Context: an optimization exercise on an open-source flow, tuned for small area, a short achievable clock period and few clock cycles per item. The choices shown serve that exercise and are no tape-out recipe. In this exercise RTL edits were held to simulation tests only and were not proved equivalent to the original.

## flow/run.sh

```bash
#!/bin/bash
# synth_recipe.tcl (not shown) runs the flow's synth.tcl, then flattens the netlist and writes it again
# the make line also repeats each setting of config.mk as NAME=value (left out here)
make -C /OpenROAD-flow-scripts/flow DESIGN_CONFIG=/design/flow/config.mk WORK_HOME=/design/flow/orfs CLKGATE_MAP_FILE= SYNTH_SCRIPT=/design/flow/synth_recipe.tcl finish
```

## flow/config.mk

```make
export PLATFORM = sky130hd
export DESIGN_NAME = DSP_CONV1D
export DESIGN_NICKNAME = DSP_CONV1D
export VERILOG_FILES = /design/flow/design.v
export SDC_FILE = /design/flow/constraint.sdc
export NUM_CORES = 8
export LEC_CHECK = 0
export CAP_MARGIN = 20
export CORE_MARGIN = 2
export CORE_UTILIZATION = 40
export SLEW_MARGIN = 20
```

## flow/constraint.sdc

```tcl
create_clock -name core_clock -period 9.0 [get_ports {s_axi_clk}]
set_input_delay 1.8000 -clock core_clock [delete_from_list [all_inputs] [get_ports {s_axi_clk}]]
set_output_delay 1.8000 -clock core_clock [all_outputs]
set_load 0.01 [all_outputs]
```

## flow/design.v

```verilog
module DSP_CONV1D #(
    parameter AXI_DATA_WIDTH = 32,
    parameter AXI_ADDR_WIDTH = 5,  
    parameter DSP_DATA_WIDTH = 32,
    parameter MAX_CONV_LEN = 256,
    parameter MAX_KERNEL_LEN = 32
)(
    input  s_axi_clk,
    input  s_axi_resetn,  
    input  [AXI_ADDR_WIDTH-1:0] s_axi_awaddr,
    input  s_axi_awvalid,
    output reg s_axi_awready,
    input  [AXI_DATA_WIDTH-1:0] s_axi_wdata,
    input  [AXI_DATA_WIDTH/8-1:0] s_axi_wstrb,
    input  s_axi_wvalid,
    output reg s_axi_wready,
    output reg  s_axi_bvalid,
    input  s_axi_bready,
    output reg [1:0] s_axi_bresp,
    input  [AXI_ADDR_WIDTH-1:0] s_axi_araddr,
    input  s_axi_arvalid,
    output reg s_axi_arready,
    output reg [AXI_DATA_WIDTH-1:0] s_axi_rdata,
    output reg [1:0] s_axi_rresp,
    output reg s_axi_rvalid,
    input  s_axi_rready,
    output interrupt_o,  
    output reg [DSP_DATA_WIDTH-1:0] dsp_mem_addr_o,
    input  [DSP_DATA_WIDTH-1:0] dsp_mem_rdata_i,
    output reg dsp_mem_req_o,
    input  dsp_mem_ack_i,
    output reg dsp_mem_we_o,
    output reg [DSP_DATA_WIDTH-1:0] dsp_mem_wdata_o
);
    localparam CTRL_REG_ADDR          = 5'h00;  
    localparam STATUS_REG_ADDR        = 5'h04;  
    localparam DATA_IN_ADDR_REG_ADDR  = 5'h08;  
    localparam KERNEL_ADDR_REG_ADDR   = 5'h0C;  
    localparam DATA_OUT_ADDR_REG_ADDR = 5'h10;  
    localparam DATA_LEN_REG_ADDR      = 5'h14;  
    localparam KERNEL_LEN_REG_ADDR    = 5'h18;  
    reg interrupt_enable_r;  
    reg busy_r;              
    reg done_r;              
    reg error_r;             
    reg [DSP_DATA_WIDTH-1:0] data_in_addr_r;
    reg [DSP_DATA_WIDTH-1:0] kernel_addr_r;
    reg [DSP_DATA_WIDTH-1:0] data_out_addr_r;
    reg [DSP_DATA_WIDTH-1:0] data_len_r;
    reg [DSP_DATA_WIDTH-1:0] kernel_len_r;
    localparam S_IDLE            = 4'd0;
    localparam S_BUSY_INIT       = 4'd1;
    localparam S_INIT_ACCUM      = 4'd2;
    localparam S_FETCH_KERNEL    = 4'd3;
    localparam S_WAIT_KERNEL_ACK = 4'd4;
    localparam S_FETCH_DATA      = 4'd5;
    localparam S_WAIT_DATA_ACK   = 4'd6;
    localparam S_EXEC_MAC        = 4'd7;
    localparam S_CHECK_MAC_LOOP  = 4'd8;
    localparam S_STORE_OUTPUT    = 4'd9;
    localparam S_WAIT_STORE_ACK  = 4'd10;
    localparam S_CHECK_OUTPUT_LOOP = 4'd11;
    localparam S_FINISH          = 4'd12;
    reg [3:0] current_state_r;
    reg [DSP_DATA_WIDTH-1:0] current_input_val_r;
    reg [DSP_DATA_WIDTH-1:0] current_kernel_val_r;
    reg [DSP_DATA_WIDTH-1:0] accumulator_r;
    wire [DSP_DATA_WIDTH-1:0] mac_mult_result_w = current_input_val_r * current_kernel_val_r;
    reg [$clog2(MAX_CONV_LEN+1)-1:0] output_idx_r;
    reg [$clog2(MAX_KERNEL_LEN+1)-1:0] kernel_idx_r;
    reg [DSP_DATA_WIDTH-1:0] current_data_read_addr_r;
    reg [DSP_DATA_WIDTH-1:0] current_kernel_read_addr_r;
    reg [DSP_DATA_WIDTH-1:0] current_output_write_addr_r;
    wire [DSP_DATA_WIDTH-1:0] len_diff_w = data_len_r - kernel_len_r;
    wire params_invalid_w = (kernel_len_r == 0) || (kernel_len_r > MAX_KERNEL_LEN) ||
                            (data_len_r < kernel_len_r) || (len_diff_w >= MAX_CONV_LEN);
    wire [DSP_DATA_WIDTH-1:0] calculated_output_len_w = len_diff_w + 1;
    assign interrupt_o = (done_r || error_r) && interrupt_enable_r;
    wire axi_write_fire_w = s_axi_awvalid && s_axi_awready && s_axi_wvalid && s_axi_wready;
    wire axi_read_fire_w  = s_axi_arvalid && s_axi_arready;
    wire start_cmd_w = axi_write_fire_w && (s_axi_awaddr == CTRL_REG_ADDR) && s_axi_wdata[0] &&
                       (current_state_r == S_IDLE);
    always @(posedge s_axi_clk or negedge s_axi_resetn) begin
        if (!s_axi_resetn) begin
            s_axi_awready <= 1'b0;
            s_axi_wready  <= 1'b0;
        end else begin
            if (axi_write_fire_w) begin  
                s_axi_awready <= 1'b0;
                s_axi_wready  <= 1'b0;
            end else if (!s_axi_bvalid || s_axi_bready) begin  
                s_axi_awready <= 1'b1;
                s_axi_wready  <= 1'b1;
            end
        end
    end
    always @(posedge s_axi_clk or negedge s_axi_resetn) begin
        if (!s_axi_resetn) begin
            interrupt_enable_r <= 1'b0;
            data_in_addr_r     <= 32'b0;
            kernel_addr_r      <= 32'b0;
            data_out_addr_r    <= 32'b0;
            data_len_r         <= 32'b0;
            kernel_len_r       <= 32'b0;
            s_axi_bvalid       <= 1'b0;
            s_axi_bresp        <= 2'b00;
        end else begin
            if (axi_write_fire_w) begin
                s_axi_bvalid <= 1'b1;        
                s_axi_bresp  <= 2'b00;       
                case (s_axi_awaddr)
                    CTRL_REG_ADDR:          interrupt_enable_r <= s_axi_wdata[1];
                    DATA_IN_ADDR_REG_ADDR:  data_in_addr_r  <= s_axi_wdata;
                    KERNEL_ADDR_REG_ADDR:   kernel_addr_r   <= s_axi_wdata;
                    DATA_OUT_ADDR_REG_ADDR: data_out_addr_r <= s_axi_wdata;
                    DATA_LEN_REG_ADDR:      data_len_r      <= s_axi_wdata;
                    KERNEL_LEN_REG_ADDR:    kernel_len_r    <= s_axi_wdata;
                    default: begin
                    end
                endcase
            end else if (s_axi_bready && s_axi_bvalid) begin
                s_axi_bvalid <= 1'b0;  
            end
        end
    end
    always @(posedge s_axi_clk or negedge s_axi_resetn) begin
        if (!s_axi_resetn) begin
            s_axi_arready <= 1'b0;
        end else begin
            if (axi_read_fire_w) begin  
                s_axi_arready <= 1'b0;
            end else if (!s_axi_rvalid || s_axi_rready) begin  
                s_axi_arready <= 1'b1;
            end
        end
    end
    always @(posedge s_axi_clk or negedge s_axi_resetn) begin
        if (!s_axi_resetn) begin
            s_axi_rvalid <= 1'b0;
            s_axi_rresp  <= 2'b00;
            s_axi_rdata  <= 32'b0;
        end else begin
            if (axi_read_fire_w) begin
                s_axi_rvalid <= 1'b1;
                s_axi_rresp  <= 2'b00;   
                case (s_axi_araddr)
                    CTRL_REG_ADDR:          s_axi_rdata <= {{(AXI_DATA_WIDTH-2){1'b0}}, interrupt_enable_r, 1'b0};
                    STATUS_REG_ADDR:        s_axi_rdata <= {{(AXI_DATA_WIDTH-3){1'b0}}, error_r, done_r, busy_r};
                    DATA_IN_ADDR_REG_ADDR:  s_axi_rdata <= data_in_addr_r;
                    KERNEL_ADDR_REG_ADDR:   s_axi_rdata <= kernel_addr_r;
                    DATA_OUT_ADDR_REG_ADDR: s_axi_rdata <= data_out_addr_r;
                    DATA_LEN_REG_ADDR:      s_axi_rdata <= data_len_r;
                    KERNEL_LEN_REG_ADDR:    s_axi_rdata <= kernel_len_r;
                    default:                s_axi_rdata <= 32'hDEADBEEF;  
                endcase
            end else if (s_axi_rready && s_axi_rvalid) begin
                s_axi_rvalid <= 1'b0;  
            end
        end
    end
    wire status_read_w = axi_read_fire_w && (s_axi_araddr == STATUS_REG_ADDR);
    always @(posedge s_axi_clk or negedge s_axi_resetn) begin
        if (!s_axi_resetn) begin
            busy_r  <= 1'b0;
            done_r  <= 1'b0;
            error_r <= 1'b0;
        end else begin
            if (start_cmd_w) begin
                busy_r  <= 1'b1;
                done_r  <= 1'b0;
                error_r <= 1'b0;
            end else begin
                if (current_state_r == S_FINISH) begin
                    done_r  <= 1'b1;
                    error_r <= params_invalid_w;
                    busy_r  <= 1'b0;
                end else if (status_read_w) begin
                    done_r  <= 1'b0;
                    error_r <= 1'b0;
                end
            end
        end
    end
    always @(posedge s_axi_clk or negedge s_axi_resetn) begin
        if (!s_axi_resetn) begin
            current_state_r <= S_IDLE;
        end else begin
            case (current_state_r)
                S_IDLE: begin
                    if (start_cmd_w)
                        current_state_r <= S_BUSY_INIT;
                end
                S_BUSY_INIT: begin
                    if (params_invalid_w) begin
                        current_state_r <= S_FINISH;  
                    end else begin
                        current_state_r <= S_INIT_ACCUM;
                    end
                end
                S_INIT_ACCUM:   current_state_r <= S_FETCH_KERNEL;
                S_FETCH_KERNEL: current_state_r <= S_WAIT_KERNEL_ACK;
                S_WAIT_KERNEL_ACK: begin
                    if (dsp_mem_ack_i)
                        current_state_r <= S_FETCH_DATA;
                end
                S_FETCH_DATA: current_state_r <= S_WAIT_DATA_ACK;
                S_WAIT_DATA_ACK: begin
                    if (dsp_mem_ack_i)
                        current_state_r <= S_EXEC_MAC;
                end
                S_EXEC_MAC: current_state_r <= S_CHECK_MAC_LOOP;
                S_CHECK_MAC_LOOP: begin
                    if (kernel_idx_r < kernel_len_r)
                        current_state_r <= S_FETCH_KERNEL;
                    else
                        current_state_r <= S_STORE_OUTPUT;
                end
                S_STORE_OUTPUT: current_state_r <= S_WAIT_STORE_ACK;
                S_WAIT_STORE_ACK: begin
                    if (dsp_mem_ack_i)
                        current_state_r <= S_CHECK_OUTPUT_LOOP;
                end
                S_CHECK_OUTPUT_LOOP: begin
                    if (output_idx_r < calculated_output_len_w)
                        current_state_r <= S_INIT_ACCUM;
                    else
                        current_state_r <= S_FINISH;
                end
                S_FINISH: current_state_r <= S_IDLE;
                default: current_state_r <= S_IDLE;
            endcase
        end
    end
    always @(posedge s_axi_clk) begin
        case (current_state_r)
            S_BUSY_INIT: begin
                output_idx_r <= 0;
                current_output_write_addr_r <= data_out_addr_r;
            end
            S_INIT_ACCUM: begin
                accumulator_r <= {DSP_DATA_WIDTH{1'b0}};
                kernel_idx_r <= 0;
                current_data_read_addr_r <= data_in_addr_r + output_idx_r;
                current_kernel_read_addr_r <= kernel_addr_r;
            end
            S_WAIT_KERNEL_ACK: begin
                if (dsp_mem_ack_i) begin
                    current_kernel_val_r <= dsp_mem_rdata_i;
                    current_kernel_read_addr_r <= current_kernel_read_addr_r + 1;  
                end
            end
            S_WAIT_DATA_ACK: begin
                if (dsp_mem_ack_i) begin
                    current_input_val_r <= dsp_mem_rdata_i;
                    current_data_read_addr_r <= current_data_read_addr_r + 1;  
                end
            end
            S_EXEC_MAC: begin
                accumulator_r <= accumulator_r + mac_mult_result_w;
                kernel_idx_r <= kernel_idx_r + 1;
            end
            S_WAIT_STORE_ACK: begin
                if (dsp_mem_ack_i) begin
                    output_idx_r <= output_idx_r + 1;
                    current_output_write_addr_r <= current_output_write_addr_r + 1;  
                end
            end
            default: begin
            end
        endcase
    end
    always @(*) begin
        dsp_mem_req_o   = 1'b0;
        dsp_mem_we_o    = 1'b0;
        dsp_mem_addr_o  = current_kernel_read_addr_r;
        dsp_mem_wdata_o = accumulator_r;
        case (current_state_r)
            S_FETCH_KERNEL, S_WAIT_KERNEL_ACK: begin
                dsp_mem_addr_o = current_kernel_read_addr_r;
                dsp_mem_req_o  = 1'b1;
            end
            S_FETCH_DATA, S_WAIT_DATA_ACK: begin
                dsp_mem_addr_o = current_data_read_addr_r;
                dsp_mem_req_o  = 1'b1;
            end
            S_STORE_OUTPUT, S_WAIT_STORE_ACK: begin
                dsp_mem_addr_o = current_output_write_addr_r;
                dsp_mem_req_o  = 1'b1;
                dsp_mem_we_o   = 1'b1;  
            end
            default: begin
            end
        endcase
    end
endmodule
```

==> results.sh <==
export IMPL_status="no timing/DRC/antenna violations"
export IMPL_synthArstFlopShare=0.496
export IMPL_initial_utilization=0.402
export IMPL_numCtsBuffers=48
export IMPL_place_congestion=0.910
export IMPL_multi_input_area_sq_mm=0.0252
export IMPL_endpoint_kind="register"
export IMPL_grt_pass1_wl_um=182000
export IMPL_synth_cell_types=93
export IMPL_skew_ns=0.0216
export IMPL_io_buffer_count=185
export IMPL_ctsHtreeMaxLevel=2
export IMPL_cp_max_fo=29
export IMPL_wl_per_cell_um=21.2
export IMPL_fp_row_count=115
export IMPL_grt_max_degree=83
export IMPL_r2r_start="current_kernel_val_r[3]"
export IMPL_vias=29800
export IMPL_final_common_cell="inv_1"
export IMPL_drive_gt1_frac=0.0781
export IMPL_yosysWarnings=1
export IMPL_synth_edff_count=207
export IMPL_syn_inst=4107
export IMPL_crit_end="accumulator_r[30]"
export IMPL_cts_tree="done"
export IMPL_fin_nets=4922
export IMPL_relSlewSlack=0.253
export IMPL_fmax_mhz=120
export IMPL_fin_setup_tns_ns=0
export IMPL_period_needed_ns=8.34
export IMPL_worstSetupStartpointType="register"
export IMPL_dieArea_sq_mm=0.101
export IMPL_synth_seq_area_share=0.287
export IMPL_ios=194
export IMPL_cp_data_arrival_time_ns=8.82
export IMPL_clock_path_buffers=3
export IMPL_die_h_um=318
export IMPL_overflow=0
export IMPL_clk_latency_ns=0.64
export IMPL_vias_per_cell=5.38
export IMPL_tightestPinTransition_ns=1.12
export IMPL_holdBufCountCts=0
export IMPL_antenna_left=0
export IMPL_post_cts_resized=0
export IMPL_fin_crit_sh=0.927
export IMPL_drt_initial_drc_count=2274
export IMPL_root_buffer="clkbuf_16"
export IMPL_area_growth_pct=12.2
export IMPL_maxCapViolCount=0
export IMPL_die_width_um=318
export IMPL_cts_clk_slew_worst_paths_ns=0.06
export IMPL_avgSynthCellArea_sq_um=9.61
export IMPL_regArea_sq_mm=0.0113
export IMPL_hpwl_um=91900
export IMPL_n_fill_cell=9437
export IMPL_post_cts_buffers=0
export IMPL_syn_area_sq_mm=0.0395
export IMPL_r2r_cells=26
export IMPL_core_area_sq_mm=0.0981
export IMPL_setup_viol=0
export IMPL_r2r_end="accumulator_r[30]"
export IMPL_wl_um=117000
export IMPL_grt_pass1_vias=30500
export IMPL_crit_path_start="current_kernel_val_r[3]"
export IMPL_drv_slew=0
export IMPL_mostFrequentLayoutCells="599 x inv_1, 486 x nand2_1, 440 x fa_1"
export IMPL_drt_pass1_iter_count=7
export IMPL_ys_ff_latch=411
export IMPL_grt_total_usage=0.234
export IMPL_ys_flop_type="edfxtp_1"
export IMPL_drc_errors=0
export IMPL_antenna_found_initial=18
export IMPL_rrSetupSlack_ns=0.66
export IMPL_holdCritPathClass="reg2reg"
export IMPL_clock_sinks=411
export IMPL_critical_path_required_ns=9.48
export IMPL_grt_setup_unrepaired="no"
export IMPL_worst_setup_path_type="reg2reg"
export IMPL_hold_viol=0
worst min path at each step:
stage                                 end             from  depth (start not counted)  slack, ns
after floorplan             data_len_r[0]    data_len_r[0]                          1       0.48
after global placement      data_len_r[0]    data_len_r[0]                          1       0.49
after detailed placement  s_axi_rdata[29]  s_axi_rdata[29]                          2       0.48
after CTS                 s_axi_rdata[29]  s_axi_rdata[29]                          2       0.50
after global routing      s_axi_rdata[29]  s_axi_rdata[29]                          2       0.53
final                       data_len_r[0]    data_len_r[0]                          1       0.51
state kept, by name, indices dropped and copies added, names as in the netlist, 9 cells and up:
| register | count |
|---|---|
| current_kernel_read_addr_r | 32 |
| kernel_addr_r | 32 |
| current_data_read_addr_r | 32 |
| data_out_addr_r | 32 |
| accumulator_r | 32 |
| s_axi_rdata | 32 |
| data_in_addr_r | 32 |
| output_idx_r | 9 |
| kernel_len_r | 32 |
| current_output_write_addr_r | 32 |
| current_kernel_val_r | 32 |
| data_len_r | 32 |
| current_input_val_r | 32 |
layout make-up:
cell class	instances	area share
Antenna cell	4	0.000226
Multi-Input combinational cell	2900	0.569
Inverter	600	0.0508
Timing Repair Buffer	251	0.0535
Clock inverter	21	0.00424
Tap cell	1287	0.0364
Sequential cell	411	0.256
Clock buffer	66	0.0303
cell families after synthesis:
| logic type | count (synthesis) | synth area share |
|---|---|---|
| muxes | 151 | 0.0428 |
| adders and majority gates | 624 | 0.281 |
| other | 1 | 0.0000950 |
| DFF | 411 | 0.287 |
| buffers and inverters | 799 | 0.0769 |
| xor gates and xnor gates | 228 | 0.0506 |
| AOI/OAI and AO/OA | 586 | 0.0982 |
| and+or+nand+nor | 1307 | 0.163 |
Yosys cell counts (all sizes together), types with 10 or more instances:
cell,n,share of area
a21o,45,0.0086
buf,15,0.0023
xnor2,147,0.033
and3,44,0.0070
edfxtp,207,0.16
xor2,81,0.018
o21ai,140,0.018
mux2,144,0.041
clkbuf,184,0.017
nand2,486,0.046
o21a,18,0.0034
a211oi,14,0.0027
a31oi,31,0.0049
and2,315,0.050
nor3,45,0.0057
nand2b,18,0.0029
or2,10,0.0016
a222oi,10,0.0025
inv,599,0.057
ha,184,0.058
nand3,82,0.010
nor2b,14,0.0022
fa,440,0.22
dfrtp,204,0.13
nor4,16,0.0031
a22o,11,0.0027
a22oi,77,0.015
a21boi,11,0.0021
nor2,195,0.019
nand4,36,0.0057
a21oi,132,0.017
per-stage QoR:
step	util	setup WS (ns)	cell area, sq um	hold slack [ns]	cells
2_1_floorplan	-	1.69	39500	0.479	4110
3_3_place_gp	0.435	0.721	42700	0.489	5448
3_5_place_dp	0.435	0.702	42700	0.482	5448
4_1_cts	0.451	0.668	44300	0.501	5535
5_1_grt	0.451	0.281	44300	0.530	5536
6_report	0.451	0.660	44300	0.514	5540
routing by layer:
metal | routed length [um] | global-route usage
met3 | 9340 | 0.0551
met1 | 47700 | 0.301
met5 | 179 | 0
met4 | 3700 | 0.0693
met2 | 56400 | 0.392
critical path, cell delays in order, from the launching register on:
cell and delay (ns):
edfxtp_1 1.08, and2_1 0.27, fa_1 0.45, fa_1 0.54, fa_1 0.54, inv_1 0.05, fa_1 0.47, inv_1 0.04
ha_1 0.28, ha_1 0.31, fa_1 0.54, inv_1 0.05, fa_1 0.53, inv_1 0.04, ha_1 0.35, o21a_1 0.20
a2111oi_0 0.44, buf_4 0.20, o41ai_1 0.08, buf_4 0.16, a41oi_1 0.41, a31oi_1 0.15, buf_4 0.18, a41o_1 0.25
o21a_1 0.18, o21a_1 0.16, nor3_1 0.17
Testbench counts, summed over its fixed seeds: cycles 901,408, macs 128,917.

## port drivers added, routing unchanged
No port has a modelled driver above. Below, the same layout with a new extraction and two added sets of constraints.
Step 1 assumes that a clkbuf_16 drives the clock port and a buf_2 every other input.
Step 2, shift: input delay + t, output delay - t, t = (earliest + latest rising clock arrival at the registers) / 2. This alone moves slack from input paths to output paths.
Slacks: ideal ports / drivers / drivers and shift; pairs: ideal ports / drivers.
t, ns: 0.692
setup WS [ns]: 0.660 / 0.660 / 0.660
worst data-port slew with drivers (ns): 0.14
After both steps this run still meets setup and hold. For this run, drivers alone change the setup slack by 0.000 ns; drivers and shift together by 0.000 ns.
